Context: an optimization exercise on an open-source flow, tuned for small area and a short achievable clock period. The choices shown serve that exercise and are no tape-out recipe. RTL that was checked went through simulation tests only; none was proved equivalent to the original. No functional check of the RTL was part of runs 5 and 6. Power figures rest on the tool's default switching activity, not on a simulated workload.

**flow/standard.sh**
```bash
#!/bin/bash
# synth_recipe.tcl (not shown) runs the flow's synth.tcl, then flattens the netlist and writes it again
# the make line also repeats each setting of config.mk as NAME=value (left out here)
make -C /OpenROAD-flow-scripts/flow DESIGN_CONFIG=/design/flow/config.mk WORK_HOME=/design/flow/orfs CLKGATE_MAP_FILE= SYNTH_SCRIPT=/design/flow/synth_recipe.tcl "${@:-finish}"
```
**flow/constraint.sdc**
```tcl
create_clock -name core_clock -period 5.5 [get_ports {clk}]
set_input_delay 1.1000 -clock core_clock [delete_from_list [all_inputs] [get_ports {clk}]]
set_output_delay 1.1000 -clock core_clock [all_outputs]
set_load 0.01 [all_outputs]
```
**flow/config.mk**
```make
export PLATFORM = sky130hd
export DESIGN_NAME = ternary_sum_nine
export DESIGN_NICKNAME = ternary_sum_nine
export VERILOG_FILES = /design/flow/design.v
export SDC_FILE = /design/flow/constraint.sdc
export NUM_CORES = 4
export LEC_CHECK = 0
export ABC_AREA = 1
export CAP_MARGIN = 20
export CORE_MARGIN = 2
export CORE_UTILIZATION = 60
export SETUP_SLACK_MARGIN = 3.15
export SLEW_MARGIN = 20
export TNS_END_PERCENT = 5
```
**flow/design.v**
```verilog
module ternary_sum_nine #(
    parameter WIDTH = 32
) (
    input clk,
    input [WIDTH-1:0] i0,
    input [WIDTH-1:0] i1,
    input [WIDTH-1:0] i2,
    input [WIDTH-1:0] i3,
    input [WIDTH-1:0] i4,
    input [WIDTH-1:0] i5,
    input [WIDTH-1:0] i6,
    input [WIDTH-1:0] i7,
    input [WIDTH-1:0] i8,
    output [WIDTH+4-1:0] o
);
wire s0, c0;
wire s1, c1;
wire s2, c2;
wire s3, c3;
wire s4, c4;
wire s5, c5;
wire s6, c6;
wire s7, c7;
wire s8, c8;
wire s9, c9;
wire s10, c10;
wire s11, c11;
wire s12, c12;
wire s13, c13;
wire s14, c14;
wire s15, c15;
wire s16, c16;
wire s17, c17;
wire s18, c18;
wire s19, c19;
wire s20, c20;
wire s21, c21;
wire s22, c22;
wire s23, c23;
wire s24, c24;
wire s25, c25;
wire s26, c26;
wire s27, c27;
wire s28, c28;
wire s29, c29;
wire s30, c30;
wire s31, c31;
wire s32, c32;
wire s33, c33;
wire s34, c34;
wire s35, c35;
wire s36, c36;
wire s37, c37;
wire s38, c38;
wire s39, c39;
wire s40, c40;
wire s41, c41;
wire s42, c42;
wire s43, c43;
wire s44, c44;
wire s45, c45;
wire s46, c46;
wire s47, c47;
wire s48, c48;
wire s49, c49;
wire s50, c50;
wire s51, c51;
wire s52, c52;
wire s53, c53;
wire s54, c54;
wire s55, c55;
wire s56, c56;
wire s57, c57;
wire s58, c58;
wire s59, c59;
wire s60, c60;
wire s61, c61;
wire s62, c62;
wire s63, c63;
wire s64, c64;
wire s65, c65;
wire s66, c66;
wire s67, c67;
wire s68, c68;
wire s69, c69;
wire s70, c70;
wire s71, c71;
wire s72, c72;
wire s73, c73;
wire s74, c74;
wire s75, c75;
wire s76, c76;
wire s77, c77;
wire s78, c78;
wire s79, c79;
wire s80, c80;
wire s81, c81;
wire s82, c82;
wire s83, c83;
wire s84, c84;
wire s85, c85;
wire s86, c86;
wire s87, c87;
wire s88, c88;
wire s89, c89;
wire s90, c90;
wire s91, c91;
wire s92, c92;
wire s93, c93;
wire s94, c94;
wire s95, c95;
wire s96, c96;
wire s97, c97;
wire s98, c98;
wire s99, c99;
wire s100, c100;
wire s101, c101;
wire s102, c102;
wire s103, c103;
wire s104, c104;
wire s105, c105;
wire s106, c106;
wire s107, c107;
wire s108, c108;
wire s109, c109;
wire s110, c110;
wire s111, c111;
wire s112, c112;
wire s113, c113;
wire s114, c114;
wire s115, c115;
wire s116, c116;
wire s117, c117;
wire s118, c118;
wire s119, c119;
wire s120, c120;
wire s121, c121;
wire s122, c122;
wire s123, c123;
wire s124, c124;
wire s125, c125;
wire s126, c126;
wire s127, c127;
wire s128, c128;
wire s129, c129;
wire s130, c130;
wire s131, c131;
wire s132, c132;
wire s133, c133;
wire s134, c134;
wire s135, c135;
wire s136, c136;
wire s137, c137;
wire s138, c138;
wire s139, c139;
wire s140, c140;
wire s141, c141;
wire s142, c142;
wire s143, c143;
wire s144, c144;
wire s145, c145;
wire s146, c146;
wire s147, c147;
wire s148, c148;
wire s149, c149;
wire s150, c150;
wire s151, c151;
wire s152, c152;
wire s153, c153;
wire s154, c154;
wire s155, c155;
wire s156, c156;
wire s157, c157;
wire s158, c158;
wire s159, c159;
wire s160, c160;
wire s161, c161;
wire s162, c162;
wire s163, c163;
wire s164, c164;
wire s165, c165;
wire s166, c166;
wire s167, c167;
wire s168, c168;
wire s169, c169;
wire s170, c170;
wire s171, c171;
wire s172, c172;
wire s173, c173;
wire s174, c174;
wire s175, c175;
wire s176, c176;
wire s177, c177;
wire s178, c178;
wire s179, c179;
wire s180, c180;
wire s181, c181;
wire s182, c182;
wire s183, c183;
wire s184, c184;
wire s185, c185;
wire s186, c186;
wire s187, c187;
wire s188, c188;
wire s189, c189;
wire s190, c190;
reg r1_c0_0;
reg r1_c1_0;
reg r1_c1_1;
reg r1_c1_2;
reg r1_c2_0;
reg r1_c2_1;
reg r1_c3_0;
reg r1_c3_1;
reg r1_c3_2;
reg r1_c4_0;
reg r1_c4_1;
reg r1_c4_2;
reg r1_c5_0;
reg r1_c5_1;
reg r1_c5_2;
reg r1_c6_0;
reg r1_c6_1;
reg r1_c6_2;
reg r1_c7_0;
reg r1_c7_1;
reg r1_c7_2;
reg r1_c8_0;
reg r1_c8_1;
reg r1_c8_2;
reg r1_c9_0;
reg r1_c9_1;
reg r1_c9_2;
reg r1_c10_0;
reg r1_c10_1;
reg r1_c10_2;
reg r1_c11_0;
reg r1_c11_1;
reg r1_c11_2;
reg r1_c12_0;
reg r1_c12_1;
reg r1_c12_2;
reg r1_c13_0;
reg r1_c13_1;
reg r1_c13_2;
reg r1_c14_0;
reg r1_c14_1;
reg r1_c14_2;
reg r1_c15_0;
reg r1_c15_1;
reg r1_c15_2;
reg r1_c16_0;
reg r1_c16_1;
reg r1_c16_2;
reg r1_c17_0;
reg r1_c17_1;
reg r1_c17_2;
reg r1_c18_0;
reg r1_c18_1;
reg r1_c18_2;
reg r1_c19_0;
reg r1_c19_1;
reg r1_c19_2;
reg r1_c20_0;
reg r1_c20_1;
reg r1_c20_2;
reg r1_c21_0;
reg r1_c21_1;
reg r1_c21_2;
reg r1_c22_0;
reg r1_c22_1;
reg r1_c22_2;
reg r1_c23_0;
reg r1_c23_1;
reg r1_c23_2;
reg r1_c24_0;
reg r1_c24_1;
reg r1_c24_2;
reg r1_c25_0;
reg r1_c25_1;
reg r1_c25_2;
reg r1_c26_0;
reg r1_c26_1;
reg r1_c26_2;
reg r1_c27_0;
reg r1_c27_1;
reg r1_c27_2;
reg r1_c28_0;
reg r1_c28_1;
reg r1_c28_2;
reg r1_c29_0;
reg r1_c29_1;
reg r1_c29_2;
reg r1_c30_0;
reg r1_c30_1;
reg r1_c30_2;
reg r1_c31_0;
reg r1_c31_1;
reg r1_c31_2;
reg r1_c32_0;
reg r1_c32_1;
reg r1_c33_0;
reg r1_c33_1;
wire s191, c191;
wire s192, c192;
wire s193, c193;
wire s194, c194;
wire s195, c195;
wire s196, c196;
wire s197, c197;
wire s198, c198;
wire s199, c199;
wire s200, c200;
wire s201, c201;
wire s202, c202;
wire s203, c203;
wire s204, c204;
wire s205, c205;
wire s206, c206;
wire s207, c207;
wire s208, c208;
wire s209, c209;
wire s210, c210;
wire s211, c211;
wire s212, c212;
wire s213, c213;
wire s214, c214;
wire s215, c215;
wire s216, c216;
wire s217, c217;
wire s218, c218;
wire s219, c219;
wire s220, c220;
wire s221, c221;
wire s222, c222;
wire s223, c223;
wire [35:0] row_a, row_b;
reg [35:0] o_r;
assign {c0, s0} = i0[0] + i1[0] + i2[0];
assign {c1, s1} = i3[0] + i4[0] + i5[0];
assign {c2, s2} = i6[0] + i7[0] + i8[0];
assign {c3, s3} = s0 + s1 + s2;
assign {c4, s4} = i0[1] + i1[1] + i2[1];
assign {c5, s5} = i3[1] + i4[1] + i5[1];
assign {c6, s6} = i6[1] + i7[1] + i8[1];
assign {c7, s7} = c0 + c1 + c2;
assign {c8, s8} = s4 + s5 + s6;
assign {c9, s9} = i0[2] + i1[2] + i2[2];
assign {c10, s10} = i3[2] + i4[2] + i5[2];
assign {c11, s11} = i6[2] + i7[2] + i8[2];
assign {c12, s12} = c4 + c5 + c6;
assign {c13, s13} = s9 + s10 + s11;
assign {c14, s14} = c7 + c8 + s12;
assign {c15, s15} = i0[3] + i1[3] + i2[3];
assign {c16, s16} = i3[3] + i4[3] + i5[3];
assign {c17, s17} = i6[3] + i7[3] + i8[3];
assign {c18, s18} = c9 + c10 + c11;
assign {c19, s19} = s15 + s16 + s17;
assign {c20, s20} = c12 + c13 + s18;
assign {c21, s21} = i0[4] + i1[4] + i2[4];
assign {c22, s22} = i3[4] + i4[4] + i5[4];
assign {c23, s23} = i6[4] + i7[4] + i8[4];
assign {c24, s24} = c15 + c16 + c17;
assign {c25, s25} = s21 + s22 + s23;
assign {c26, s26} = c18 + c19 + s24;
assign {c27, s27} = i0[5] + i1[5] + i2[5];
assign {c28, s28} = i3[5] + i4[5] + i5[5];
assign {c29, s29} = i6[5] + i7[5] + i8[5];
assign {c30, s30} = c21 + c22 + c23;
assign {c31, s31} = s27 + s28 + s29;
assign {c32, s32} = c24 + c25 + s30;
assign {c33, s33} = i0[6] + i1[6] + i2[6];
assign {c34, s34} = i3[6] + i4[6] + i5[6];
assign {c35, s35} = i6[6] + i7[6] + i8[6];
assign {c36, s36} = c27 + c28 + c29;
assign {c37, s37} = s33 + s34 + s35;
assign {c38, s38} = c30 + c31 + s36;
assign {c39, s39} = i0[7] + i1[7] + i2[7];
assign {c40, s40} = i3[7] + i4[7] + i5[7];
assign {c41, s41} = i6[7] + i7[7] + i8[7];
assign {c42, s42} = c33 + c34 + c35;
assign {c43, s43} = s39 + s40 + s41;
assign {c44, s44} = c36 + c37 + s42;
assign {c45, s45} = i0[8] + i1[8] + i2[8];
assign {c46, s46} = i3[8] + i4[8] + i5[8];
assign {c47, s47} = i6[8] + i7[8] + i8[8];
assign {c48, s48} = c39 + c40 + c41;
assign {c49, s49} = s45 + s46 + s47;
assign {c50, s50} = c42 + c43 + s48;
assign {c51, s51} = i0[9] + i1[9] + i2[9];
assign {c52, s52} = i3[9] + i4[9] + i5[9];
assign {c53, s53} = i6[9] + i7[9] + i8[9];
assign {c54, s54} = c45 + c46 + c47;
assign {c55, s55} = s51 + s52 + s53;
assign {c56, s56} = c48 + c49 + s54;
assign {c57, s57} = i0[10] + i1[10] + i2[10];
assign {c58, s58} = i3[10] + i4[10] + i5[10];
assign {c59, s59} = i6[10] + i7[10] + i8[10];
assign {c60, s60} = c51 + c52 + c53;
assign {c61, s61} = s57 + s58 + s59;
assign {c62, s62} = c54 + c55 + s60;
assign {c63, s63} = i0[11] + i1[11] + i2[11];
assign {c64, s64} = i3[11] + i4[11] + i5[11];
assign {c65, s65} = i6[11] + i7[11] + i8[11];
assign {c66, s66} = c57 + c58 + c59;
assign {c67, s67} = s63 + s64 + s65;
assign {c68, s68} = c60 + c61 + s66;
assign {c69, s69} = i0[12] + i1[12] + i2[12];
assign {c70, s70} = i3[12] + i4[12] + i5[12];
assign {c71, s71} = i6[12] + i7[12] + i8[12];
assign {c72, s72} = c63 + c64 + c65;
assign {c73, s73} = s69 + s70 + s71;
assign {c74, s74} = c66 + c67 + s72;
assign {c75, s75} = i0[13] + i1[13] + i2[13];
assign {c76, s76} = i3[13] + i4[13] + i5[13];
assign {c77, s77} = i6[13] + i7[13] + i8[13];
assign {c78, s78} = c69 + c70 + c71;
assign {c79, s79} = s75 + s76 + s77;
assign {c80, s80} = c72 + c73 + s78;
assign {c81, s81} = i0[14] + i1[14] + i2[14];
assign {c82, s82} = i3[14] + i4[14] + i5[14];
assign {c83, s83} = i6[14] + i7[14] + i8[14];
assign {c84, s84} = c75 + c76 + c77;
assign {c85, s85} = s81 + s82 + s83;
assign {c86, s86} = c78 + c79 + s84;
assign {c87, s87} = i0[15] + i1[15] + i2[15];
assign {c88, s88} = i3[15] + i4[15] + i5[15];
assign {c89, s89} = i6[15] + i7[15] + i8[15];
assign {c90, s90} = c81 + c82 + c83;
assign {c91, s91} = s87 + s88 + s89;
assign {c92, s92} = c84 + c85 + s90;
assign {c93, s93} = i0[16] + i1[16] + i2[16];
assign {c94, s94} = i3[16] + i4[16] + i5[16];
assign {c95, s95} = i6[16] + i7[16] + i8[16];
assign {c96, s96} = c87 + c88 + c89;
assign {c97, s97} = s93 + s94 + s95;
assign {c98, s98} = c90 + c91 + s96;
assign {c99, s99} = i0[17] + i1[17] + i2[17];
assign {c100, s100} = i3[17] + i4[17] + i5[17];
assign {c101, s101} = i6[17] + i7[17] + i8[17];
assign {c102, s102} = c93 + c94 + c95;
assign {c103, s103} = s99 + s100 + s101;
assign {c104, s104} = c96 + c97 + s102;
assign {c105, s105} = i0[18] + i1[18] + i2[18];
assign {c106, s106} = i3[18] + i4[18] + i5[18];
assign {c107, s107} = i6[18] + i7[18] + i8[18];
assign {c108, s108} = c99 + c100 + c101;
assign {c109, s109} = s105 + s106 + s107;
assign {c110, s110} = c102 + c103 + s108;
assign {c111, s111} = i0[19] + i1[19] + i2[19];
assign {c112, s112} = i3[19] + i4[19] + i5[19];
assign {c113, s113} = i6[19] + i7[19] + i8[19];
assign {c114, s114} = c105 + c106 + c107;
assign {c115, s115} = s111 + s112 + s113;
assign {c116, s116} = c108 + c109 + s114;
assign {c117, s117} = i0[20] + i1[20] + i2[20];
assign {c118, s118} = i3[20] + i4[20] + i5[20];
assign {c119, s119} = i6[20] + i7[20] + i8[20];
assign {c120, s120} = c111 + c112 + c113;
assign {c121, s121} = s117 + s118 + s119;
assign {c122, s122} = c114 + c115 + s120;
assign {c123, s123} = i0[21] + i1[21] + i2[21];
assign {c124, s124} = i3[21] + i4[21] + i5[21];
assign {c125, s125} = i6[21] + i7[21] + i8[21];
assign {c126, s126} = c117 + c118 + c119;
assign {c127, s127} = s123 + s124 + s125;
assign {c128, s128} = c120 + c121 + s126;
assign {c129, s129} = i0[22] + i1[22] + i2[22];
assign {c130, s130} = i3[22] + i4[22] + i5[22];
assign {c131, s131} = i6[22] + i7[22] + i8[22];
assign {c132, s132} = c123 + c124 + c125;
assign {c133, s133} = s129 + s130 + s131;
assign {c134, s134} = c126 + c127 + s132;
assign {c135, s135} = i0[23] + i1[23] + i2[23];
assign {c136, s136} = i3[23] + i4[23] + i5[23];
assign {c137, s137} = i6[23] + i7[23] + i8[23];
assign {c138, s138} = c129 + c130 + c131;
assign {c139, s139} = s135 + s136 + s137;
assign {c140, s140} = c132 + c133 + s138;
assign {c141, s141} = i0[24] + i1[24] + i2[24];
assign {c142, s142} = i3[24] + i4[24] + i5[24];
assign {c143, s143} = i6[24] + i7[24] + i8[24];
assign {c144, s144} = c135 + c136 + c137;
assign {c145, s145} = s141 + s142 + s143;
assign {c146, s146} = c138 + c139 + s144;
assign {c147, s147} = i0[25] + i1[25] + i2[25];
assign {c148, s148} = i3[25] + i4[25] + i5[25];
assign {c149, s149} = i6[25] + i7[25] + i8[25];
assign {c150, s150} = c141 + c142 + c143;
assign {c151, s151} = s147 + s148 + s149;
assign {c152, s152} = c144 + c145 + s150;
assign {c153, s153} = i0[26] + i1[26] + i2[26];
assign {c154, s154} = i3[26] + i4[26] + i5[26];
assign {c155, s155} = i6[26] + i7[26] + i8[26];
assign {c156, s156} = c147 + c148 + c149;
assign {c157, s157} = s153 + s154 + s155;
assign {c158, s158} = c150 + c151 + s156;
assign {c159, s159} = i0[27] + i1[27] + i2[27];
assign {c160, s160} = i3[27] + i4[27] + i5[27];
assign {c161, s161} = i6[27] + i7[27] + i8[27];
assign {c162, s162} = c153 + c154 + c155;
assign {c163, s163} = s159 + s160 + s161;
assign {c164, s164} = c156 + c157 + s162;
assign {c165, s165} = i0[28] + i1[28] + i2[28];
assign {c166, s166} = i3[28] + i4[28] + i5[28];
assign {c167, s167} = i6[28] + i7[28] + i8[28];
assign {c168, s168} = c159 + c160 + c161;
assign {c169, s169} = s165 + s166 + s167;
assign {c170, s170} = c162 + c163 + s168;
assign {c171, s171} = i0[29] + i1[29] + i2[29];
assign {c172, s172} = i3[29] + i4[29] + i5[29];
assign {c173, s173} = i6[29] + i7[29] + i8[29];
assign {c174, s174} = c165 + c166 + c167;
assign {c175, s175} = s171 + s172 + s173;
assign {c176, s176} = c168 + c169 + s174;
assign {c177, s177} = i0[30] + i1[30] + i2[30];
assign {c178, s178} = i3[30] + i4[30] + i5[30];
assign {c179, s179} = i6[30] + i7[30] + i8[30];
assign {c180, s180} = c171 + c172 + c173;
assign {c181, s181} = s177 + s178 + s179;
assign {c182, s182} = c174 + c175 + s180;
assign {c183, s183} = i0[31] + i1[31] + i2[31];
assign {c184, s184} = i3[31] + i4[31] + i5[31];
assign {c185, s185} = i6[31] + i7[31] + i8[31];
assign {c186, s186} = c177 + c178 + c179;
assign {c187, s187} = s183 + s184 + s185;
assign {c188, s188} = c180 + c181 + s186;
assign {c189, s189} = c183 + c184 + c185;
assign {c190, s190} = c186 + c187 + s189;
assign {c191, s191} = r1_c1_0 + r1_c1_1;
assign {c192, s192} = r1_c2_0 + r1_c2_1;
assign {c193, s193} = r1_c3_0 + r1_c3_1 + r1_c3_2;
assign {c194, s194} = r1_c4_0 + r1_c4_1 + r1_c4_2;
assign {c195, s195} = r1_c5_0 + r1_c5_1 + r1_c5_2;
assign {c196, s196} = r1_c6_0 + r1_c6_1 + r1_c6_2;
assign {c197, s197} = r1_c7_0 + r1_c7_1 + r1_c7_2;
assign {c198, s198} = r1_c8_0 + r1_c8_1 + r1_c8_2;
assign {c199, s199} = r1_c9_0 + r1_c9_1 + r1_c9_2;
assign {c200, s200} = r1_c10_0 + r1_c10_1 + r1_c10_2;
assign {c201, s201} = r1_c11_0 + r1_c11_1 + r1_c11_2;
assign {c202, s202} = r1_c12_0 + r1_c12_1 + r1_c12_2;
assign {c203, s203} = r1_c13_0 + r1_c13_1 + r1_c13_2;
assign {c204, s204} = r1_c14_0 + r1_c14_1 + r1_c14_2;
assign {c205, s205} = r1_c15_0 + r1_c15_1 + r1_c15_2;
assign {c206, s206} = r1_c16_0 + r1_c16_1 + r1_c16_2;
assign {c207, s207} = r1_c17_0 + r1_c17_1 + r1_c17_2;
assign {c208, s208} = r1_c18_0 + r1_c18_1 + r1_c18_2;
assign {c209, s209} = r1_c19_0 + r1_c19_1 + r1_c19_2;
assign {c210, s210} = r1_c20_0 + r1_c20_1 + r1_c20_2;
assign {c211, s211} = r1_c21_0 + r1_c21_1 + r1_c21_2;
assign {c212, s212} = r1_c22_0 + r1_c22_1 + r1_c22_2;
assign {c213, s213} = r1_c23_0 + r1_c23_1 + r1_c23_2;
assign {c214, s214} = r1_c24_0 + r1_c24_1 + r1_c24_2;
assign {c215, s215} = r1_c25_0 + r1_c25_1 + r1_c25_2;
assign {c216, s216} = r1_c26_0 + r1_c26_1 + r1_c26_2;
assign {c217, s217} = r1_c27_0 + r1_c27_1 + r1_c27_2;
assign {c218, s218} = r1_c28_0 + r1_c28_1 + r1_c28_2;
assign {c219, s219} = r1_c29_0 + r1_c29_1 + r1_c29_2;
assign {c220, s220} = r1_c30_0 + r1_c30_1 + r1_c30_2;
assign {c221, s221} = r1_c31_0 + r1_c31_1 + r1_c31_2;
assign {c222, s222} = r1_c32_0 + r1_c32_1;
assign {c223, s223} = r1_c33_0 + r1_c33_1;
assign row_a = {1'b0, c223, c222, s222, c220, c219, c218, c217, c216, c215, c214, c213, c212, c211, c210, c209, c208, c207, c206, c205, c204, c203, c202, c201, c200, c199, c198, c197, c196, c195, c194, c193, c192, c191, r1_c1_2, r1_c0_0};
assign row_b = {1'b0, 1'b0, s223, c221, s221, s220, s219, s218, s217, s216, s215, s214, s213, s212, s211, s210, s209, s208, s207, s206, s205, s204, s203, s202, s201, s200, s199, s198, s197, s196, s195, s194, s193, s192, s191, 1'b0};
always @(posedge clk) begin
    r1_c0_0 <= s3;
    r1_c1_0 <= c3;
    r1_c1_1 <= s7;
    r1_c1_2 <= s8;
    r1_c2_0 <= s13;
    r1_c2_1 <= s14;
    r1_c3_0 <= s19;
    r1_c3_1 <= c14;
    r1_c3_2 <= s20;
    r1_c4_0 <= s25;
    r1_c4_1 <= c20;
    r1_c4_2 <= s26;
    r1_c5_0 <= s31;
    r1_c5_1 <= c26;
    r1_c5_2 <= s32;
    r1_c6_0 <= s37;
    r1_c6_1 <= c32;
    r1_c6_2 <= s38;
    r1_c7_0 <= s43;
    r1_c7_1 <= c38;
    r1_c7_2 <= s44;
    r1_c8_0 <= s49;
    r1_c8_1 <= c44;
    r1_c8_2 <= s50;
    r1_c9_0 <= s55;
    r1_c9_1 <= c50;
    r1_c9_2 <= s56;
    r1_c10_0 <= s61;
    r1_c10_1 <= c56;
    r1_c10_2 <= s62;
    r1_c11_0 <= s67;
    r1_c11_1 <= c62;
    r1_c11_2 <= s68;
    r1_c12_0 <= s73;
    r1_c12_1 <= c68;
    r1_c12_2 <= s74;
    r1_c13_0 <= s79;
    r1_c13_1 <= c74;
    r1_c13_2 <= s80;
    r1_c14_0 <= s85;
    r1_c14_1 <= c80;
    r1_c14_2 <= s86;
    r1_c15_0 <= s91;
    r1_c15_1 <= c86;
    r1_c15_2 <= s92;
    r1_c16_0 <= s97;
    r1_c16_1 <= c92;
    r1_c16_2 <= s98;
    r1_c17_0 <= s103;
    r1_c17_1 <= c98;
    r1_c17_2 <= s104;
    r1_c18_0 <= s109;
    r1_c18_1 <= c104;
    r1_c18_2 <= s110;
    r1_c19_0 <= s115;
    r1_c19_1 <= c110;
    r1_c19_2 <= s116;
    r1_c20_0 <= s121;
    r1_c20_1 <= c116;
    r1_c20_2 <= s122;
    r1_c21_0 <= s127;
    r1_c21_1 <= c122;
    r1_c21_2 <= s128;
    r1_c22_0 <= s133;
    r1_c22_1 <= c128;
    r1_c22_2 <= s134;
    r1_c23_0 <= s139;
    r1_c23_1 <= c134;
    r1_c23_2 <= s140;
    r1_c24_0 <= s145;
    r1_c24_1 <= c140;
    r1_c24_2 <= s146;
    r1_c25_0 <= s151;
    r1_c25_1 <= c146;
    r1_c25_2 <= s152;
    r1_c26_0 <= s157;
    r1_c26_1 <= c152;
    r1_c26_2 <= s158;
    r1_c27_0 <= s163;
    r1_c27_1 <= c158;
    r1_c27_2 <= s164;
    r1_c28_0 <= s169;
    r1_c28_1 <= c164;
    r1_c28_2 <= s170;
    r1_c29_0 <= s175;
    r1_c29_1 <= c170;
    r1_c29_2 <= s176;
    r1_c30_0 <= s181;
    r1_c30_1 <= c176;
    r1_c30_2 <= s182;
    r1_c31_0 <= s187;
    r1_c31_1 <= c182;
    r1_c31_2 <= s188;
    r1_c32_0 <= c188;
    r1_c32_1 <= s190;
    r1_c33_0 <= c189;
    r1_c33_1 <= c190;
    o_r <= row_a + row_b;
end
assign o = o_r;
endmodule
```
**flow/flow/run.sh**
```bash
#!/bin/bash
set -e
export BUFFER_PORTS_ARGS="-buffer_cell sky130_fd_sc_hd__buf_1"
export CTS_ARGS="-sink_clustering_enable -repair_clock_nets -dont_use_dummy_load -buf_list sky130_fd_sc_hd__clkbuf_8"
bash standard.sh > standard.log 2>&1
```
==> results_dict.tcl, run 1 <==
set metrics [dict create \
    outcome "finished clean" \
    syn_nets 1376 \
    num-fill-cells 1136 \
    initial_core_util 0.618 \
    grt_usage 0.239 \
    top_register "o_r" \
    n_antenna_cell 0 \
    rows 45 \
    hpwl_um 16500 \
    yosysSeqAreaShare 0.282 \
    clock_sinks 133 \
    ant_nets 0 \
    cts_buffers 17 \
    cts_tree "done" \
    cts_max_path_buffers 2 \
    rsz0062_at_grt "yes" \
    worstSkewPairLatency_ps 440 \
    synth_edf_count 0 \
    drive_gt1_frac 0.0656 \
    min_period_ps 2340 \
    placed_cell_area_um2 10900 \
    setup_viol 0 \
    core_um2 15300 \
    yosysUniqueCellTypes 21 \
    crit_arrival_ps 2650 \
    firstDrtPassIters 5 \
    p_leak_nw 4.77 \
    syn_to_final_growth_pct 20.8 \
    netlist_area_um2 9440 \
    clk_pin_slew_ps 60 \
    drc 0 \
    first_global_vias 7104 \
    final_max_slew_viol_count 0 \
    design_area_um2 11400 \
    fmax_mhz 427 \
    synth_top_cell_area_share 0.469 \
    synthFlopType "dfxtp_1" \
    wl_per_cell_um 13.8 \
    fin_setup_tns_ps 0 \
    crit_fanout 1 \
    ys_async_sr_fraction 0 \
    postSynthCellCount 829 \
    die_area_um2 16700 \
    instances_no_fill 1384 \
    largest_register_ffs 36 \
    fin_crit_sh 0.426 \
    drt_iter0_drc 259 \
    cts.htree.levels 4 \
    fin_nets 1722 \
    required_ps 5810 \
    grt_pass1_wl_um 30900 \
    path_class "in -> reg" \
    syn_area_per_cell_um2 11.4 \
    maxCapViolations 0 \
    io_pins 325 \
    min_path_type "reg -> reg" \
    fp.dieW_um 129 \
    holdBufCountCts 0 \
    clock_skew_ps 17.9 \
    yosysMostFrequentCell "fa_1" \
    yosysTopAreaCell "fa_1" \
    routabilityCongestion 0.915 \
    placed_cells 1364 \
    wl_um 19100 \
    power_density_nw_per_um2 736 \
    synth_area_leaders "fa_1 (47%), dfxtp_1 (28%), nand2_1 (6.8%), ha_1 (4.9%), inv_1 (3.6%)" \
    die_height_um 129 \
    hold_viol 0 \
    max-vdd-ir-drop_mv 0.344 \
    end_kind "flip-flop" \
    worstSetupStartpointType "input pin" \
    cts_root_buf "clkbuf_8" \
    via_per_inst 4.88 \
    via_count 6760 \
    place.port_buffers 324 \
    grt_max_degree 17 \
    synth_common_cells "fa_1 (221), nand2_1 (172), dfxtp_1 (133)" \
    ys_seq_elements 133 \
    ys_warn_count 1 \
    worstMarginPinSlew_ps 346 \
    relSlewSlack 0.767 \
    overflow 0 \
    antenna_found_initial 0 \
]
metal layers:
| layer | track usage | part of all wire |
|---|---|---|
| met1 | 0.296 | 0.39 |
| met2 | 0.430 | 0.53 |
| met3 | 0.0541 | 0.066 |
| met4 | 0.0563 | 0.011 |
| met5 | 0 | 0 |
kinds of logic (layout without fill, tap and decap cells):
group,Yosys count,after routing,share of synthesized area
adder cells (fa/ha/maj),258,258,0.518
flip-flops,133,133,0.282
AND/OR/NAND/NOR,264,264,0.113
AO/OA/AOI/OAI,67,67,0.0362
XOR/XNOR,16,16,0.0149
buffers and inverters,91,435,0.0362
power by group:
part / internal, W / leakage (nW) / switching, W
clock: 0.000271 / 0.122 / 0.000313
sequential: 0.00150 / 1.12 / 0.000203
combinational: 0.00234 / 3.53 / 0.00375
cell type report:
class,instances,area [um^2],share of cell area
multi-input cells,605,6650,0.584
inverters,91,342,0.0300
well taps,211,264,0.0232
flip-flops and latches,133,2660,0.234
clock buffers,17,234,0.0205
repair buffers,327,1240,0.109
stage by stage:
stage,hold WS [ps],power (W),util,worst slack [ps]
after floorplan,310,0.00571,-,2870
after global placement,312,0.00712,0.717,2740
after detailed placement,317,0.00720,0.717,2700
after CTS,332,0.00787,0.733,3160
after global routing,346,0.00936,0.747,3100
final,330,0.00838,0.747,3160
final timing paths:
path,to,slack [ps],from,cells after the start
setup / recovery,r1_c9_2,3160,i0[8],4
hold / removal,o_r[0],330,r1_c0_0,0
setup reg to reg,o_r[30],3240,r1_c21_0,10
hold reg to reg,o_r[0],330,r1_c0_0,0
placed cells by master (no fill, tap or decap):
master	count
nand2_1	159
nor3_2	1
ha_1	23
o21ai_1	5
buf_4	3
inv_1	91
fa_2	8
a21oi_2	11
dfxtp_1	133
clkbuf_8	17
a21o_1	1
nand4_1	1
a21oi_4	2
buf_1	324
a21oi_1	26
a31oi_1	1
nor2_1	47
nor2_2	4
nand3b_1	1
fa_1	213
xor2_1	16
nand3_1	27
nand2_2	16
ha_4	6
nor4_1	2
ha_2	8
nand3_2	1
o21ai_0	20
nor3_1	5
o21bai_1	1
timing repair:
| item | 4_1_cts | 5_1_grt |
|---|---|---|
| cloned | 0 | 0 |
| buffers inserted | 0 | 3 |
| endpoints found under the hold margin | 0 | 0 |
| endpoints found under the setup margin | 5 | 24 |
| gates resized for setup | 3 | 47 |
| pin swaps | 0 | 2 |
worst max-delay path, cell delays in order:
cell and delay, ps:
buf_1 100, fa_1 450, fa_1 590, fa_1 420
==> run 2, diff against run 1 <==
==> flow/flow/run.sh (replaced) <==
#!/bin/bash
set -e
export BUFFER_PORTS_ARGS="-buffer_cell sky130_fd_sc_hd__buf_1"
export CTS_ARGS="-sink_clustering_enable -repair_clock_nets -dont_use_dummy_load -buf_list sky130_fd_sc_hd__clkbuf_4"
bash standard.sh > standard.log 2>&1
--- a/flow/config.mk
+++ b/flow/config.mk
@@ -9,6 +9,5 @@
 export CAP_MARGIN = 20
 export CORE_MARGIN = 2
 export CORE_UTILIZATION = 60
-export SETUP_SLACK_MARGIN = 3.15
+export SETUP_SLACK_MARGIN = 3.2
 export SLEW_MARGIN = 20
-export TNS_END_PERCENT = 5
==> run 2 against run 1 <==
Compared with the run above: still clean; flip-flop and latch count is the same; design area increased by 3.2%; via count shrank 0.18%; wire length decreased by 0.17%; combinational power up 9.4%; global-route usage is 0.14 points lower; setup slack improved by 93 ps; largest cell class unchanged; largest power group unchanged.
==> results_dict.tcl, run 2 <==
set metrics [dict create \
    fin_nets 1722 \
    reg2reg_to "o_r[34]" \
    p_sw_frac 0.506 \
    regArea_um2 2670 \
    io_pins 325 \
    worstHoldEndpoint "o_r[0]" \
    setup_viol 0 \
    rows 45 \
    antenna_found_initial 1 \
    drc 0 \
    yosysTopAreaCell "fa_1" \
    ys_seq_elements 133 \
    r2r_start "r1_c5_0" \
    fin_crit_sh 0.409 \
    placed_cell_area_um2 11200 \
    firstDrtPassIters 6 \
    cts_root_buf "clkbuf_4" \
    placed_cells 1364 \
    maxCapViolations 0 \
    path_class "in -> reg" \
    outcome "finished clean" \
    yosysMostFrequentCell "fa_1" \
    met3_length_um 1120 \
    wl_per_cell_um 13.8 \
    drive_gt1_frac 0.179 \
    synth_top_cell_area_share 0.469 \
    worstSkewPairLatency_ps 520 \
    power_frac_seq 0.193 \
    netlist_area_um2 9440 \
    hpwl_um 16700 \
    grt_pass1_wl_um 30800 \
    crit_slowest_cell "fa_2" \
    core_um2 15300 \
    final_max_slew_viol_count 0 \
    max_stage_delay_ps 590 \
    min_path_type "reg -> reg" \
    power_density_nw_per_um2 748 \
    via_count 6748 \
    yosysUniqueCellTypes 21 \
    worstSetupStartpointType "input pin" \
    pwr-share-comb 0.758 \
    fin_setup_tns_ps 0 \
    wl_um 19100 \
    die_height_um 129 \
    instances_no_fill 1385 \
    hold_viol 0 \
    reg2reg_slack_ps 3290 \
    ant_nets 0 \
    ys_async_sr_fraction 0 \
    synth_edf_count 0 \
    final_common_cell "buf_1" \
    holdBufCountCts 0 \
    max-vdd-ir-drop_mv 0.354 \
    rsz0062_at_grt "yes" \
    routabilityCongestion 0.883 \
    multi_input_area_um2 7110 \
    yosysSeqAreaShare 0.282 \
    hold_start "r1_c0_0" \
    clk_pin_slew_ps 100 \
    die_area_um2 16700 \
    num-fill-cells 1052 \
    end_kind "flip-flop" \
    clkPwrFrac 0.049 \
    setup_ws_ps 3250 \
    critical_path.cell_chain "buf_1, fa_2, fa_2, fa_1" \
    relSlewSlack 0.774 \
    via_per_inst 4.87 \
    fmax_mhz 444 \
    reg2reg_depth 11 \
    min_path_cells 0 \
    crit_fanout 1 \
    m1WireLength_um 7490 \
    p_int_w 0.00434 \
    cts.htree.levels 4 \
    syn_area_per_cell_um2 11.4 \
    syn_to_final_growth_pct 24.6 \
    syn_nets 1376 \
    clock_skew_ps 39.1 \
    drt_iter0_drc 220 \
    first_global_vias 7171 \
    cts_tree "done" \
    cts_max_path_buffers 2 \
    initial_core_util 0.618 \
    p_switching_w 0.00445 \
    clock_sinks 133 \
    required_ps 5880 \
    overflow 0 \
    place.port_buffers 324 \
    final_cell_mix "buf_1 (324), nand2_1 (150), dfxtp_1 (130)" \
    cts_buffers 17 \
    wl_met2_um 10200 \
    worstMarginPinSlew_ps 335 \
    top_layer "met4" \
    synthFlopType "dfxtp_1" \
    ys_warn_count 1 \
    dp_worst_setup_slack_ps 2750 \
    p_leak_nw 4.66 \
    min_period_ps 2250 \
    top_register "o_r" \
    grt_usage 0.238 \
    postSynthCellCount 829 \
    crit_top_cell "fa_2" \
    fp.dieW_um 129 \
    design_area_um2 11800 \
    largest_register_ffs 36 \
    synth_area_leaders "fa_1 (47%), dfxtp_1 (28%), nand2_1 (6.8%), ha_1 (4.9%), inv_1 (3.6%)" \
    crit_arrival_ps 2630 \
    grt_max_degree 17 \
    synth_common_cells "fa_1 (221), nand2_1 (172), dfxtp_1 (133)" \
    final_core_util 0.770 \
]
## run 2: critical path, delay by kind of cell
kind / cells / cell delay, ps
buf+inv: 1 / 90
fa+ha+maj: 3 / 1440
## run 2: how the worst max path moves through the flow
stage | from | end | slack, ps | depth (start not counted)
floorplan | i3[4] | r1_c5_2 | 2920 | 3
global placement | i0[11] | r1_c12_2 | 2790 | 4
detailed placement | i3[8] | r1_c10_2 | 2750 | 4
CTS | r1_c7_1 | o_r[26] | 3210 | 11
global route | r1_c13_0 | o_r[33] | 3130 | 11
finish | i3[7] | r1_c8_2 | 3250 | 4
## run 2: through the flow
| stage | total power [W] | hold slack (ps) |
|---|---|---|
| final | 0.00879 | 345 |
| after global routing | 0.00977 | 356 |
| after CTS | 0.00778 | 348 |
| after detailed placement | 0.00722 | 326 |
| after global placement | 0.00714 | 311 |
| after floorplan | 0.00574 | 310 |
## run 2: area by class of cell
| type | instances | area share |
|---|---|---|
| diodes | 1 | 0.000213 |
| clock buffers | 17 | 0.0109 |
| inverters | 91 | 0.0291 |
| multi-input cells | 605 | 0.605 |
| flip-flops and latches | 133 | 0.227 |
| well taps | 211 | 0.0225 |
| repair buffers | 327 | 0.105 |
## run 2: cells by family (layout without fill, tap and decap cells)
kind of cell / count (synthesis) / count (layout) / synth area share
and+or+nand+nor: 264 / 264 / 0.113
adders and majority gates: 258 / 258 / 0.518
DFF: 133 / 133 / 0.282
buffers and inverters: 91 / 435 / 0.0362
AOI/OAI and AO/OA: 67 / 67 / 0.0362
xor gates and xnor gates: 16 / 16 / 0.0149
other: 0 / 1 / 0
## run 2: timing repair
action / CTS / global route
endpoints found under the setup margin: 13 / 20
resized for setup: 6 / 94
pin swaps: 0 / 14
setup buffers: 0 / 3
## run 2: power by group through the flow
stage / Clock [W] / Combinational [W] / Sequential (W)
after floorplan: 0 / 0.00399 / 0.00175
after global placement: 0 / 0.00543 / 0.00171
after detailed placement: 0 / 0.00550 / 0.00172
after CTS: 0.000450 / 0.00563 / 0.00170
after global routing: 0.000489 / 0.00753 / 0.00175
final: 0.000431 / 0.00666 / 0.00170
## run 2: layer usage
layer,up-vias,GRT usage
met2,218,0.438
li1,3246,-
met1,3258,0.283
met3,26,0.0553
met5,-,0
met4,0,0.0569
==> run 3, diff against run 2 <==
==> flow/flow/run.sh (replaced) <==
#!/bin/bash
set -e
export BUFFER_PORTS_ARGS="-buffer_cell sky130_fd_sc_hd__buf_1"
export CTS_ARGS="-sink_clustering_enable -repair_clock_nets -dont_use_dummy_load -buf_list sky130_fd_sc_hd__clkbuf_8 -sink_clustering_size 24 -sink_clustering_max_diameter 80"
bash standard.sh > standard.log 2>&1
--- a/flow/config.mk
+++ b/flow/config.mk
@@ -9,5 +9,6 @@
 export CAP_MARGIN = 20
 export CORE_MARGIN = 2
 export CORE_UTILIZATION = 60
-export SETUP_SLACK_MARGIN = 3.2
+export SETUP_SLACK_MARGIN = 3.1
 export SLEW_MARGIN = 20
+export TNS_END_PERCENT = 10
==> run 3 against run 2 <==
Compared with the run above: die area is the same; sequential share of layout area increased by 0.84 points; combinational power fell by 13%; wire length decreased by 2.5%; global-route usage is 0.11 points higher; via count about the same; design area is 3.7% lower; critical path type unchanged.
==> results_dict.tcl, run 3 <==
set metrics [dict create \
    crit_end "r1_c8_2" \
    pwr-share-comb 0.718 \
    maxCapViolations 0 \
    required_ps 5830 \
    die_height_um 129 \
    min_path_type "reg -> reg" \
    path_class "in -> reg" \
    dp_worst_setup_slack_ps 2700 \
    crit_fanout 1 \
    netlist_area_um2 9440 \
    placed_cells 1364 \
    p_switching_w 0.00411 \
    regArea_um2 2660 \
    firstDrtPassIters 5 \
    drc 0 \
    instances_no_fill 1381 \
    hpwl_um 16500 \
    yosysUniqueCellTypes 21 \
    cts_buffers 17 \
    power_density_nw_per_um2 712 \
    total_power_w 0.00805 \
    hold_viol 0 \
    syn_to_final_growth_pct 19.9 \
    setup_ws_ps 3150 \
    synth_edf_count 0 \
    fmax_mhz 426 \
    r2r_start "r1_c5_0" \
    fp.dieW_um 129 \
    clkPwrFrac 0.072 \
    clock_sinks 133 \
    wl_per_cell_um 13.5 \
    multi_input_area_um2 6600 \
    cts_tree "done" \
    postSynthCellCount 829 \
    worstSetupStartpointType "input pin" \
    routabilityCongestion 0.923 \
    num-fill-cells 1153 \
    synth_area_leaders "fa_1 (47%), dfxtp_1 (28%), nand2_1 (6.8%), ha_1 (4.9%), inv_1 (3.6%)" \
    place.port_buffers 324 \
    yosysTopAreaCell "fa_1" \
    relSlewSlack 0.756 \
    ys_seq_elements 133 \
    crit_arrival_ps 2680 \
    die_area_um2 16700 \
    reg2reg_depth 12 \
    worst_hold_slack_ps 331 \
    via_per_inst 4.89 \
    cts_max_path_buffers 2 \
    ant_nets 0 \
    setup_viol 0 \
    grt_pass1_wl_um 30900 \
    cts.htree.levels 4 \
    yosysMostFrequentCell "fa_1" \
    grt_usage 0.239 \
    n_antenna_cell 0 \
    fin_nets 1719 \
    grt_max_degree 17 \
    min_period_ps 2350 \
    clk_pin_slew_ps 60 \
    rsz0062_at_grt "yes" \
    syn_area_per_cell_um2 11.4 \
    worstMarginPinSlew_ps 362 \
    io_pins 325 \
    largest_register_ffs 36 \
    post_cts_buffers 0 \
    reg2reg_slack_ps 3200 \
    drt_iter0_drc 234 \
    antenna_found_initial 0 \
    power_frac_seq 0.210 \
    synthFlopType "dfxtp_1" \
    worstSkewPairLatency_ps 450 \
    end_kind "flip-flop" \
    synth_top_cell_area_share 0.469 \
    core_um2 15300 \
    p_int_w 0.00394 \
    p_sw_frac 0.510 \
    reg2reg_to "o_r[32]" \
    clock_skew_ps 17.5 \
    fin_crit_sh 0.427 \
    first_global_vias 7138 \
    final_max_slew_viol_count 0 \
    synth_common_cells "fa_1 (221), nand2_1 (172), dfxtp_1 (133)" \
    p_leak_nw 4.75 \
    fin_setup_tns_ps 0 \
    final_cell_mix "buf_1 (324), fa_1 (205), nand2_1 (165)" \
    ys_warn_count 1 \
    top_register "o_r" \
    wl_um 18600 \
    ys_async_sr_fraction 0 \
    rows 45 \
    overflow 0 \
    final_common_cell "buf_1" \
    max-vdd-ir-drop_mv 0.358 \
    drive_gt1_frac 0.0547 \
    yosysSeqAreaShare 0.282 \
    initial_core_util 0.618 \
    syn_nets 1376 \
    via_count 6749 \
    startpoint "i0[7]" \
    cts_root_buf "clkbuf_8" \
    outcome "finished clean" \
]
==> run 3: worst min-delay path by stage <==
stage                        from      to  slack, ps  depth (start not counted)
after floorplan           r1_c0_0  o_r[0]        310                          0
final                     r1_c0_0  o_r[0]        330                          0
after global routing      r1_c0_0  o_r[0]        350                          0
after CTS                 r1_c0_0  o_r[0]        340                          0
after global placement    r1_c0_0  o_r[0]        310                          0
after detailed placement  r1_c0_0  o_r[0]        320                          0
==> run 3: timing repair <==
| action | in CTS | in global routing |
|---|---|---|
| pin swaps | 0 | 1 |
| hold buffers | 0 | 0 |
| gates resized for setup | 1 | 26 |
| endpoints found under the setup margin | 1 | 20 |
| hold endpoints to repair | 0 | 0 |
==> run 3: critical path, stage by stage <==
cell	delay (ps)
buf_1	90
fa_1	460
fa_1	600
fa_1	430
==> run 3: metrics by stage <==
stage / utilization / instance area, um^2
after floorplan: - / 9480
after global placement: 0.718 / 11000
after detailed placement: 0.718 / 11000
after CTS: 0.733 / 11200
after global routing: 0.742 / 11300
final: 0.742 / 11300
==> run 3: power by group through the flow <==
stage / clock, W / combinational (W) / sequential [W]
6_report: 0.000579 / 0.00578 / 0.00169
3_3_place_gp: 0 / 0.00541 / 0.00171
3_5_place_dp: 0 / 0.00547 / 0.00171
5_1_grt: 0.000639 / 0.00670 / 0.00174
2_1_floorplan: 0 / 0.00396 / 0.00175
4_1_cts: 0.000599 / 0.00553 / 0.00170
==> run 3: final cells by class <==
cell class,instances,area share
Multi-Input combinational cell,605,0.583
Sequential cell,133,0.235
Timing Repair Buffer,324,0.107
Inverter,91,0.0302
Tap cell,211,0.0233
Clock buffer,17,0.0207
==> run 3: per-layer routing <==
metal | part of all wire | GRT usage
met1 | 0.40 | 0.292
met5 | 0 | 0
met2 | 0.52 | 0.423
met4 | 0.014 | 0.0671
met3 | 0.065 | 0.0607
==> run 3: logic make-up (layout without fill, tap and decap cells) <==
family | Yosys count | after routing | share of synthesized area
AOI/OAI and AO/OA | 67 | 67 | 0.0362
DFF | 133 | 133 | 0.282
and+or+nand+nor | 264 | 264 | 0.113
xor gates and xnor gates | 16 | 16 | 0.0149
adders and majority gates | 258 | 258 | 0.518
buffers and inverters | 91 | 432 | 0.0362
==> run 4, diff against run 3 <==
==> flow/flow/run.sh (replaced) <==
#!/bin/bash
set -e
export BUFFER_PORTS_ARGS="-buffer_cell sky130_fd_sc_hd__buf_1"
export CTS_ARGS="-sink_clustering_enable -repair_clock_nets -dont_use_dummy_load -buf_list sky130_fd_sc_hd__clkbuf_8 -sink_clustering_size 40 -sink_clustering_max_diameter 80"
bash standard.sh > standard.log 2>&1
==> run 4 against run 3 <==
Compared with the run above: clock power is essentially flat; synthesized cell count is the same; area after synthesis is the same; final cell count is the same; critical path type unchanged; worst hold slack is the same; critical path depth is the same; global-route usage is the same; sequential share of layout area is the same; wire length is the same; still clean; sequential power is essentially flat; register-to-register slack is essentially flat; non-clock buffer count is the same.
==> results_dict.tcl, run 4 <==
set metrics [dict create \
    ys_warn_count 1 \
    overflow 0 \
    yosysUniqueCellTypes 21 \
    maxCapViolations 0 \
    fin_setup_tns_ps 0 \
    clkPwrFrac 0.072 \
    outcome "finished clean" \
    crit_fanout 1 \
    post_cts_buffers 0 \
    fin_crit_sh 0.427 \
    first_global_vias 7138 \
    antenna_found_initial 0 \
    synth_edf_count 0 \
    ys_async_sr_fraction 0 \
    holdBufCountCts 0 \
    yosysMostFrequentCell "fa_1" \
    required_ps 5830 \
    reg2reg_slack_ps 3200 \
    p_switching_w 0.00411 \
    yosysSeqAreaShare 0.282 \
    cts_max_path_buffers 2 \
    grt_usage 0.239 \
    place.port_buffers 324 \
    final_common_cell "buf_1" \
    fp.dieW_um 129 \
    ant_nets 0 \
    fin_nets 1719 \
    yosysTopAreaCell "fa_1" \
    clock_skew_ps 17.5 \
    firstDrtPassIters 5 \
    num-fill-cells 1153 \
    clock_sinks 133 \
    grt_max_degree 17 \
    cts_root_buf "clkbuf_8" \
    die_height_um 129 \
    initial_core_util 0.618 \
    clk_pin_slew_ps 60 \
    cts_tree "done" \
    wl_per_cell_um 13.5 \
    synth_top_cell_area_share 0.469 \
    drc 0 \
    final_core_util 0.742 \
    syn_area_per_cell_um2 11.4 \
    placed_cells 1364 \
    final_cell_mix "buf_1 (324), fa_1 (205), nand2_1 (165)" \
    routabilityCongestion 0.923 \
    synth_area_leaders "fa_1 (47%), dfxtp_1 (28%), nand2_1 (6.8%), ha_1 (4.9%), inv_1 (3.6%)" \
    worstSkewPairLatency_ps 450 \
    reg2reg_depth 12 \
    via_count 6749 \
    postSynthCellCount 829 \
    cts_buffers 17 \
    end_kind "flip-flop" \
    crit_arrival_ps 2680 \
    wl_um 18600 \
    crit_end "r1_c8_2" \
    synth_common_cells "fa_1 (221), nand2_1 (172), dfxtp_1 (133)" \
    relSlewSlack 0.756 \
    p_sw_frac 0.510 \
    reg2reg_to "o_r[32]" \
    synthFlopType "dfxtp_1" \
    via_per_inst 4.89 \
    io_pins 325 \
    syn_nets 1376 \
    power_density_nw_per_um2 712 \
    startpoint "i0[7]" \
    hold_viol 0 \
    multi_input_area_um2 6600 \
    final_max_slew_viol_count 0 \
    fmax_mhz 426 \
    top_register "o_r" \
    ys_seq_elements 133 \
    min_period_ps 2350 \
    p_int_w 0.00394 \
    netlist_area_um2 9440 \
    setup_viol 0 \
    regArea_um2 2660 \
    rows 45 \
    rsz0062_at_grt "yes" \
    largest_register_ffs 36 \
    cts.htree.levels 4 \
    power_frac_seq 0.210 \
    worstMarginPinSlew_ps 362 \
    worstSetupStartpointType "input pin" \
    hpwl_um 16500 \
    p_leak_nw 4.75 \
    grt_pass1_wl_um 30900 \
    r2r_start "r1_c5_0" \
    path_class "in -> reg" \
    core_um2 15300 \
    min_path_type "reg -> reg" \
    max-vdd-ir-drop_mv 0.358 \
    die_area_um2 16700 \
    drt_iter0_drc 234 \
    n_antenna_cell 0 \
    drive_gt1_frac 0.0547 \
    instances_no_fill 1381 \
    pwr-share-comb 0.718 \
    syn_to_final_growth_pct 19.9 \
]
[run 4: cell counts in the layout (fill, tap and decap cells not counted)]
Identical to the previous run, type by type.
[run 4: worst min-delay path by stage]
stage | startpoint | endpoint | slack [ps] | cells past startpoint
6_report | r1_c0_0 | o_r[0] | 330 | 0
4_1_cts | r1_c0_0 | o_r[0] | 340 | 0
2_1_floorplan | r1_c0_0 | o_r[0] | 310 | 0
3_5_place_dp | r1_c0_0 | o_r[0] | 320 | 0
5_1_grt | r1_c0_0 | o_r[0] | 350 | 0
3_3_place_gp | r1_c0_0 | o_r[0] | 310 | 0
[run 4: stage by stage]
| step | area, um^2 | total power [W] | hold slack, ps | setup WS [ps] |
|---|---|---|---|---|
| finish | 11300 | 0.00805 | 331 | 3150 |
| floorplan | 9480 | 0.00572 | 310 | 2870 |
| detailed placement | 11000 | 0.00718 | 323 | 2700 |
| global placement | 11000 | 0.00712 | 313 | 2740 |
| global route | 11300 | 0.00908 | 350 | 3040 |
| CTS | 11200 | 0.00783 | 336 | 3130 |
[run 4: power by group through the flow]
stage | Combinational (W) | Sequential (W) | Clock, W
global placement | 0.00541 | 0.00171 | 0
finish | 0.00578 | 0.00169 | 0.000579
global route | 0.00670 | 0.00174 | 0.000639
CTS | 0.00553 | 0.00170 | 0.000599
floorplan | 0.00396 | 0.00175 | 0
detailed placement | 0.00547 | 0.00171 | 0
[run 4: layout make-up]
| cell class | count | area share |
|---|---|---|
| multi-input combinational | 605 | 0.583 |
| clock buffer | 17 | 0.0207 |
| sequential | 133 | 0.235 |
| timing repair buffer | 324 | 0.107 |
| inverter | 91 | 0.0302 |
| tap | 211 | 0.0233 |
[run 4: logic make-up (layout without fill, tap and decap cells)]
logic type / count (synthesis) / in the layout / synth area share
flops: 133 / 133 / 0.282
simple gates: 264 / 264 / 0.113
buf+inv: 91 / 432 / 0.0362
compound gates: 67 / 67 / 0.0362
fa+ha+maj: 258 / 258 / 0.518
xor+xnor: 16 / 16 / 0.0149
[run 4: worst max-delay path, cell delays in order]
cell and delay, ps:
buf_1 90, fa_1 460, fa_1 600, fa_1 430
[run 4: metal layers]
metal,GRT usage,up-vias,share of wire
met2,0.423,238,0.52
met5,0,-,0
met4,0.0671,0,0.014
met1,0.292,3253,0.40
met3,0.0607,20,0.065
li1,-,3238,-
[run 4: what timing repair did]
| action | CTS | global route |
|---|---|---|
| pin swaps | 0 | 1 |
| endpoints found under the setup margin | 1 | 20 |
| resized for setup | 1 | 26 |
==> run 5, diff against run 4 <==
--- a/flow/design.v
+++ b/flow/design.v
@@ -210,6 +210,7 @@
 reg r1_c1_2;
 reg r1_c2_0;
 reg r1_c2_1;
+reg r1_c2_2;
 reg r1_c3_0;
 reg r1_c3_1;
 reg r1_c3_2;
@@ -299,6 +300,7 @@
 reg r1_c31_2;
 reg r1_c32_0;
 reg r1_c32_1;
+reg r1_c32_2;
 reg r1_c33_0;
 reg r1_c33_1;
 wire s191, c191;
@@ -350,7 +352,7 @@
 assign {c11, s11} = i6[2] + i7[2] + i8[2];
 assign {c12, s12} = c4 + c5 + c6;
 assign {c13, s13} = s9 + s10 + s11;
-assign {c14, s14} = c7 + c8 + s12;
+assign {c14, s14} = c7 + c8;
 assign {c15, s15} = i0[3] + i1[3] + i2[3];
 assign {c16, s16} = i3[3] + i4[3] + i5[3];
 assign {c17, s17} = i6[3] + i7[3] + i8[3];
@@ -526,9 +528,9 @@
 assign {c187, s187} = s183 + s184 + s185;
 assign {c188, s188} = c180 + c181 + s186;
 assign {c189, s189} = c183 + c184 + c185;
-assign {c190, s190} = c186 + c187 + s189;
+assign {c190, s190} = c186 + c187;
 assign {c191, s191} = r1_c1_0 + r1_c1_1;
-assign {c192, s192} = r1_c2_0 + r1_c2_1;
+assign {c192, s192} = r1_c2_0 + r1_c2_1 + r1_c2_2;
 assign {c193, s193} = r1_c3_0 + r1_c3_1 + r1_c3_2;
 assign {c194, s194} = r1_c4_0 + r1_c4_1 + r1_c4_2;
 assign {c195, s195} = r1_c5_0 + r1_c5_1 + r1_c5_2;
@@ -558,17 +560,18 @@
 assign {c219, s219} = r1_c29_0 + r1_c29_1 + r1_c29_2;
 assign {c220, s220} = r1_c30_0 + r1_c30_1 + r1_c30_2;
 assign {c221, s221} = r1_c31_0 + r1_c31_1 + r1_c31_2;
-assign {c222, s222} = r1_c32_0 + r1_c32_1;
+assign {c222, s222} = r1_c32_0 + r1_c32_1 + r1_c32_2;
 assign {c223, s223} = r1_c33_0 + r1_c33_1;
-assign row_a = {1'b0, c223, c222, s222, c220, c219, c218, c217, c216, c215, c214, c213, c212, c211, c210, c209, c208, c207, c206, c205, c204, c203, c202, c201, c200, c199, c198, c197, c196, c195, c194, c193, c192, c191, r1_c1_2, r1_c0_0};
-assign row_b = {1'b0, 1'b0, s223, c221, s221, s220, s219, s218, s217, s216, s215, s214, s213, s212, s211, s210, s209, s208, s207, s206, s205, s204, s203, s202, s201, s200, s199, s198, s197, s196, s195, s194, s193, s192, s191, 1'b0};
+assign row_a = {1'b0, c223, s223, c221, c220, c219, c218, c217, c216, c215, c214, c213, c212, c211, c210, c209, c208, c207, c206, c205, c204, c203, c202, c201, c200, c199, c198, c197, c196, c195, c194, c193, c192, c191, r1_c1_2, r1_c0_0};
+assign row_b = {1'b0, 1'b0, c222, s222, s221, s220, s219, s218, s217, s216, s215, s214, s213, s212, s211, s210, s209, s208, s207, s206, s205, s204, s203, s202, s201, s200, s199, s198, s197, s196, s195, s194, s193, s192, s191, 1'b0};
 always @(posedge clk) begin
     r1_c0_0 <= s3;
     r1_c1_0 <= c3;
     r1_c1_1 <= s7;
     r1_c1_2 <= s8;
-    r1_c2_0 <= s13;
-    r1_c2_1 <= s14;
+    r1_c2_0 <= s12;
+    r1_c2_1 <= s13;
+    r1_c2_2 <= s14;
     r1_c3_0 <= s19;
     r1_c3_1 <= c14;
     r1_c3_2 <= s20;
@@ -656,8 +659,9 @@
     r1_c31_0 <= s187;
     r1_c31_1 <= c182;
     r1_c31_2 <= s188;
-    r1_c32_0 <= c188;
+    r1_c32_0 <= s189;
     r1_c32_1 <= s190;
+    r1_c32_2 <= c188;
     r1_c33_0 <= c189;
     r1_c33_1 <= c190;
     o_r <= row_a + row_b;
==> flow/flow/run.sh (replaced) <==
#!/bin/bash
set -e
export BUFFER_PORTS_ARGS="-buffer_cell sky130_fd_sc_hd__buf_1"
bash standard.sh > standard.log 2>&1
--- a/flow/config.mk
+++ b/flow/config.mk
@@ -9,6 +9,6 @@
 export CAP_MARGIN = 20
 export CORE_MARGIN = 2
 export CORE_UTILIZATION = 60
-export SETUP_SLACK_MARGIN = 3.1
+export CTS_BUF_LIST = sky130_fd_sc_hd__clkbuf_4
+export SETUP_SLACK_MARGIN = 3.0
 export SLEW_MARGIN = 20
-export TNS_END_PERCENT = 10
==> run 5 against run 4 <==
Compared with the run above: clock power up 6.2%; sequential share of layout area down 0.14 points; sequential power about the same; first-iteration DRC count up 2.1%; fmax up 0.66%; synthesized cell count up 1.4%; critical path type is now reg -> reg; largest cell class unchanged.
==> results_dict.tcl, run 5 <==
set metrics [dict create \
    p_leak_nw 4.78 \
    final_common_cell "buf_1" \
    syn_area_per_cell_um2 11.4 \
    cts_buffers 17 \
    via_per_inst 4.77 \
    clock_skew_ps 13.6 \
    fin_crit_sh 0.424 \
    placed_cell_area_um2 11300 \
    rows 46 \
    io_pins 325 \
    grt_pass1_wl_um 31700 \
    drc 0 \
    synth_top_cell_area_share 0.463 \
    regArea_um2 2700 \
    via_count 6748 \
    worstSetupStartpointType "flip-flop" \
    netlist_area_um2 9560 \
    fin_nets 1731 \
    firstDrtPassIters 4 \
    design_area_um2 11600 \
    cts_root_buf "clkbuf_4" \
    crit_fanout 4 \
    overflow 0 \
    clock_sinks 135 \
    fp.dieW_um 130 \
    ant_nets 0 \
    hold_viol 0 \
    m1WireLength_um 7250 \
    synth_common_cells "fa_1 (221), nand2_1 (165), dfxtp_1 (135)" \
    top_layer "met4" \
    postSynthCellCount 841 \
    place.port_buffers 324 \
    cts_max_path_buffers 2 \
    initial_core_util 0.608 \
    num-fill-cells 1214 \
    largest_register_ffs 36 \
    maxCapViolations 0 \
    first_global_vias 7328 \
    dp_worst_setup_slack_ps 2740 \
    final_core_util 0.735 \
    final_cell_mix "buf_1 (324), nand2_1 (162), fa_1 (135), dfxtp_1 (135), inv_1 (100)" \
    routabilityCongestion 0.890 \
    die_height_um 130 \
    cts.htree.levels 4 \
    yosysSeqAreaShare 0.283 \
    hpwl_um 17100 \
    wl_per_cell_um 13.4 \
    rsz0062_at_grt "yes" \
    ys_warn_count 1 \
    drt_iter0_drc 239 \
    wl_um 18900 \
    synth_area_leaders "fa_1 (46%), dfxtp_1 (28%), nand2_1 (6.5%), ha_1 (4.8%), inv_1 (3.9%)" \
    outcome "finished clean" \
    met3_length_um 1240 \
    relSlewSlack 0.758 \
    yosysMostFrequentCell "fa_1" \
    fin_setup_tns_ps 0 \
    min_path_type "reg -> reg" \
    max-vdd-ir-drop_mv 0.341 \
    required_ps 5950 \
    syn_nets 1388 \
    multi_input_area_um2 6720 \
    final_max_slew_viol_count 0 \
    grt_usage 0.242 \
    min_period_ps 2330 \
    antenna_found_initial 0 \
    synth_edf_count 0 \
    setup_viol 0 \
    power_density_nw_per_um2 696 \
    worst_hold_slack_ps 340 \
    core_um2 15700 \
    holdBufCountCts 0 \
    worstMarginPinSlew_ps 360 \
    setup_ws_ps 3170 \
    fmax_mhz 428 \
    end_kind "flip-flop" \
    die_area_um2 17000 \
    grt_max_degree 17 \
    top_register "o_r" \
    ys_seq_elements 135 \
    synthFlopType "dfxtp_1" \
    cts_tree "done" \
    drive_gt1_frac 0.117 \
    ys_async_sr_fraction 0 \
    post_cts_resized 0 \
    syn_to_final_growth_pct 20.9 \
    worstSkewPairLatency_ps 550 \
    yosysUniqueCellTypes 27 \
    wl_met2_um 10100 \
    clk_pin_slew_ps 110 \
    post_cts_buffers 0 \
    crit_arrival_ps 2790 \
    path_class "reg -> reg" \
    yosysTopAreaCell "fa_1" \
]
-- run 5: path summary, 6_finish.rpt --
path / start / end / slack [ps] / cells after the start
max: r1_c2_0 / o_r[31] / 3170 / 14
min: r1_c0_0 / o_r[0] / 340 / 0
max reg2reg: r1_c2_0 / o_r[31] / 3170 / 14
min reg2reg: r1_c0_0 / o_r[0] / 340 / 0
-- run 5: per-layer routing --
| metal | global-route usage | vias up |
|---|---|---|
| met2 | 0.442 | 212 |
| met5 | 0 | - |
| met3 | 0.0504 | 28 |
| met1 | 0.287 | 3218 |
| met4 | 0.0753 | 0 |
| li1 | - | 3290 |
-- run 5: kinds of logic after synthesis --
| kind of cell | Yosys count | synth area share |
|---|---|---|
| fa+ha+maj | 258 | 0.511 |
| simple gates | 262 | 0.114 |
| compound gates | 69 | 0.0378 |
| buf+inv | 101 | 0.0397 |
| flops | 135 | 0.283 |
| xor+xnor | 16 | 0.0147 |
-- run 5: worst max-delay path: stages (launching register included) --
cell and delay (ps):
dfxtp_1 330, inv_1 50, fa_1 520, inv_1 70, fa_2 400, nand3_1 110
nand2_2 100, nand3_1 90, nand2_1 90, nand2_1 90, nand2_2 100, nand2_1 130
nand2_1 60, nand2_1 60, nand2_1 40
-- run 5: final cells by class --
class	count	share of cell area
Sequential cell	135	0.234
Multi-Input combinational cell	605	0.581
Inverter	101	0.0328
Timing Repair Buffer	324	0.105
Antenna cell	1	0.000217
Clock inverter	15	0.0119
Clock buffer	17	0.0110
Tap cell	216	0.0234
-- run 5: metrics by stage --
step / cells / power, W
6_report: 1414 / 0.00804
5_1_grt: 1413 / 0.00911
4_1_cts: 1413 / 0.00804
3_5_place_dp: 1381 / 0.00738
3_3_place_gp: 1381 / 0.00729
2_1_floorplan: 841 / 0.00584
-- run 5: power breakdown --
group          switching [W]  total, W  internal [W]
Sequential          0.000193   0.00170       0.00151
Clock               0.000354  0.000615      0.000262
Combinational        0.00362   0.00573       0.00211
==> run 6, diff against run 5 <==
==> flow/flow/run.sh (replaced) <==
#!/bin/bash
set -e
export BUFFER_PORTS_ARGS="-buffer_cell sky130_fd_sc_hd__buf_1"
export CTS_ARGS="-sink_clustering_enable -repair_clock_nets -dont_use_dummy_load -buf_list sky130_fd_sc_hd__clkbuf_8"
bash standard.sh > standard.log 2>&1
--- a/flow/config.mk
+++ b/flow/config.mk
@@ -9,6 +9,6 @@
 export CAP_MARGIN = 20
 export CORE_MARGIN = 2
 export CORE_UTILIZATION = 60
-export CTS_BUF_LIST = sky130_fd_sc_hd__clkbuf_4
-export SETUP_SLACK_MARGIN = 3.0
+export SETUP_SLACK_MARGIN = 3.2
 export SLEW_MARGIN = 20
+export TNS_END_PERCENT = 10
==> run 6 against run 5 <==
Compared with the run above: worst hold slack better by 7.3 ps; largest cell class unchanged; count of clock-buffer cells in the layout unchanged; wire length up 1.3%.
==> results_dict.tcl, run 6 <==
set metrics [dict create \
    required_ps 5820 \
    wl_met2_um 10000 \
    reg2reg_slack_ps 3260 \
    yosysTopAreaCell "fa_1" \
    n_antenna_cell 0 \
    ys_async_sr_fraction 0 \
    min_path_cells 0 \
    clock_skew_ps 20.0 \
    largest_register_ffs 36 \
    maxCapViolations 0 \
    top_register "o_r" \
    min_period_ps 2350 \
    worstSetupStartpointType "input pin" \
    yosysMostFrequentCell "fa_1" \
    synth_edf_count 0 \
    io_pins 325 \
    grt_pass1_wl_um 31400 \
    via_count 6770 \
    holdBufCountCts 0 \
    cts_buffers 17 \
    hold_viol 0 \
    syn_to_final_growth_pct 23.0 \
    fin_crit_sh 0.428 \
    cts.htree.levels 4 \
    rsz0062_at_grt "yes" \
    synth_common_cells "fa_1 (221), nand2_1 (165), dfxtp_1 (135)" \
    placed_cell_area_um2 11100 \
    syn_area_per_cell_um2 11.4 \
    firstDrtPassIters 5 \
    hpwl_um 16600 \
    synth_area_leaders "fa_1 (46%), dfxtp_1 (28%), nand2_1 (6.5%), ha_1 (4.8%), inv_1 (3.9%)" \
    design_area_um2 11800 \
    grt_usage 0.238 \
    clk_pin_slew_ps 70 \
    ant_nets 0 \
    met3_length_um 1220 \
    worstHoldEndpoint "o_r[0]" \
    synth_top_cell_area_share 0.463 \
    core_um2 15700 \
    worstMarginPinSlew_ps 380 \
    routabilityCongestion 0.893 \
    p_leak_nw 4.85 \
    cts_max_path_buffers 2 \
    cts_tree "done" \
    final_cell_mix "buf_1 (324), fa_1 (197), nand2_1 (144)" \
    drt_iter0_drc 232 \
    final_common_cell "buf_1" \
    reg2reg_depth 9 \
    top_layer "met4" \
    yosysUniqueCellTypes 27 \
    place.port_buffers 324 \
    ys_warn_count 1 \
    fin_nets 1739 \
    drc 0 \
    fmax_mhz 425 \
    relSlewSlack 0.744 \
    end_kind "flip-flop" \
    final_max_slew_viol_count 0 \
    wl_um 19100 \
    antenna_found_initial 0 \
    rows 46 \
    setup_viol 0 \
    min_path_type "reg -> reg" \
    die_height_um 130 \
    fin_setup_tns_ps 0 \
    synthFlopType "dfxtp_1" \
    r2r_start "r1_c26_0" \
    via_per_inst 4.82 \
    power_density_nw_per_um2 759 \
    clock_sinks 135 \
    crit_fanout 1 \
    cts_root_buf "clkbuf_8" \
    syn_nets 1388 \
    ys_seq_elements 135 \
    grt_max_degree 17 \
    hold_start "r1_c0_0" \
    path_class "in -> reg" \
    postSynthCellCount 841 \
    first_global_vias 7333 \
    worstSkewPairLatency_ps 450 \
    wl_per_cell_um 13.6 \
    fp.dieW_um 130 \
    yosysSeqAreaShare 0.283 \
    crit_arrival_ps 2670 \
    initial_core_util 0.608 \
    die_area_um2 17000 \
    outcome "finished clean" \
    overflow 0 \
    netlist_area_um2 9560 \
    drive_gt1_frac 0.113 \
    reg2reg_to "o_r[30]" \
    max-vdd-ir-drop_mv 0.393 \
    m1WireLength_um 7480 \
]
[run 6: cell counts after synthesis]
Identical to the previous run, type by type.
[run 6: critical path, cell delays in order]
cell and delay [ps]:
buf_1 90, fa_1 440, fa_1 590, fa_1 450
[run 6: timing repair]
item / in CTS / in global routing
gates resized for setup: 8 / 82
setup buffers: 0 / 8
endpoints found under the setup margin: 21 / 48
pin swaps: 1 / 18
[run 6: final cells by class]
class                      instances  area (um^2)
timing repair buffer             332         1280
tap                              216          270
sequential                       135         2700
multi-input combinational        605         6890
clock buffer                      17          234
fill                            1181         3960
inverter                         101          379
[run 6: cell families after synthesis]
family          after synthesis  share of synthesized area
simple gates                262                      0.114
flops                       135                      0.283
fa+ha+maj                   258                      0.511
buf+inv                     101                     0.0397
xor+xnor                     16                     0.0147
compound gates               69                     0.0378
[run 6: power by group]
group | total (W) | internal [W] | switching (W)
logic | 0.00663 | 0.00265 | 0.00398
registers | 0.00171 | 0.00151 | 0.000199
clock network | 0.000584 | 0.000271 | 0.000313
[run 6: per-layer routing]
layer	track usage	up-vias
met5	0	-
met4	0.0715	0
met3	0.0533	37
met2	0.429	229
met1	0.288	3210
li1	-	3294
[run 6: stage by stage]
stage | std cells | total power, W | worst slack, ps | utilization | hold WS (ps)
finish | 1406 | 0.00892 | 3150 | 0.748 | 347
floorplan | 841 | 0.00581 | 2870 | - | 310
detailed placement | 1381 | 0.00731 | 2690 | 0.705 | 319
CTS | 1398 | 0.00799 | 3180 | 0.722 | 344
global placement | 1381 | 0.00725 | 2740 | 0.705 | 310
global route | 1406 | 0.00992 | 3140 | 0.748 | 361
[run 6: worst max path at each step]
stage / cells past startpoint / start / end
6_report: 4 / i0[7] / r1_c8_2
2_1_floorplan: 3 / i0[15] / r1_c16_2
4_1_cts: 4 / i0[22] / r1_c23_2
5_1_grt: 4 / i0[7] / r1_c8_2
3_3_place_gp: 4 / i0[17] / r1_c18_2
3_5_place_dp: 4 / i0[2] / r1_c3_2

Setup slack of run 6, layout unchanged: 3.146 ns with ideal ports, 3.158 ns with driving cells assumed (clock clkbuf_16, inputs buf_2), 2.687 ns with port delays also shifted by the 0.471 ns mid clock arrival.
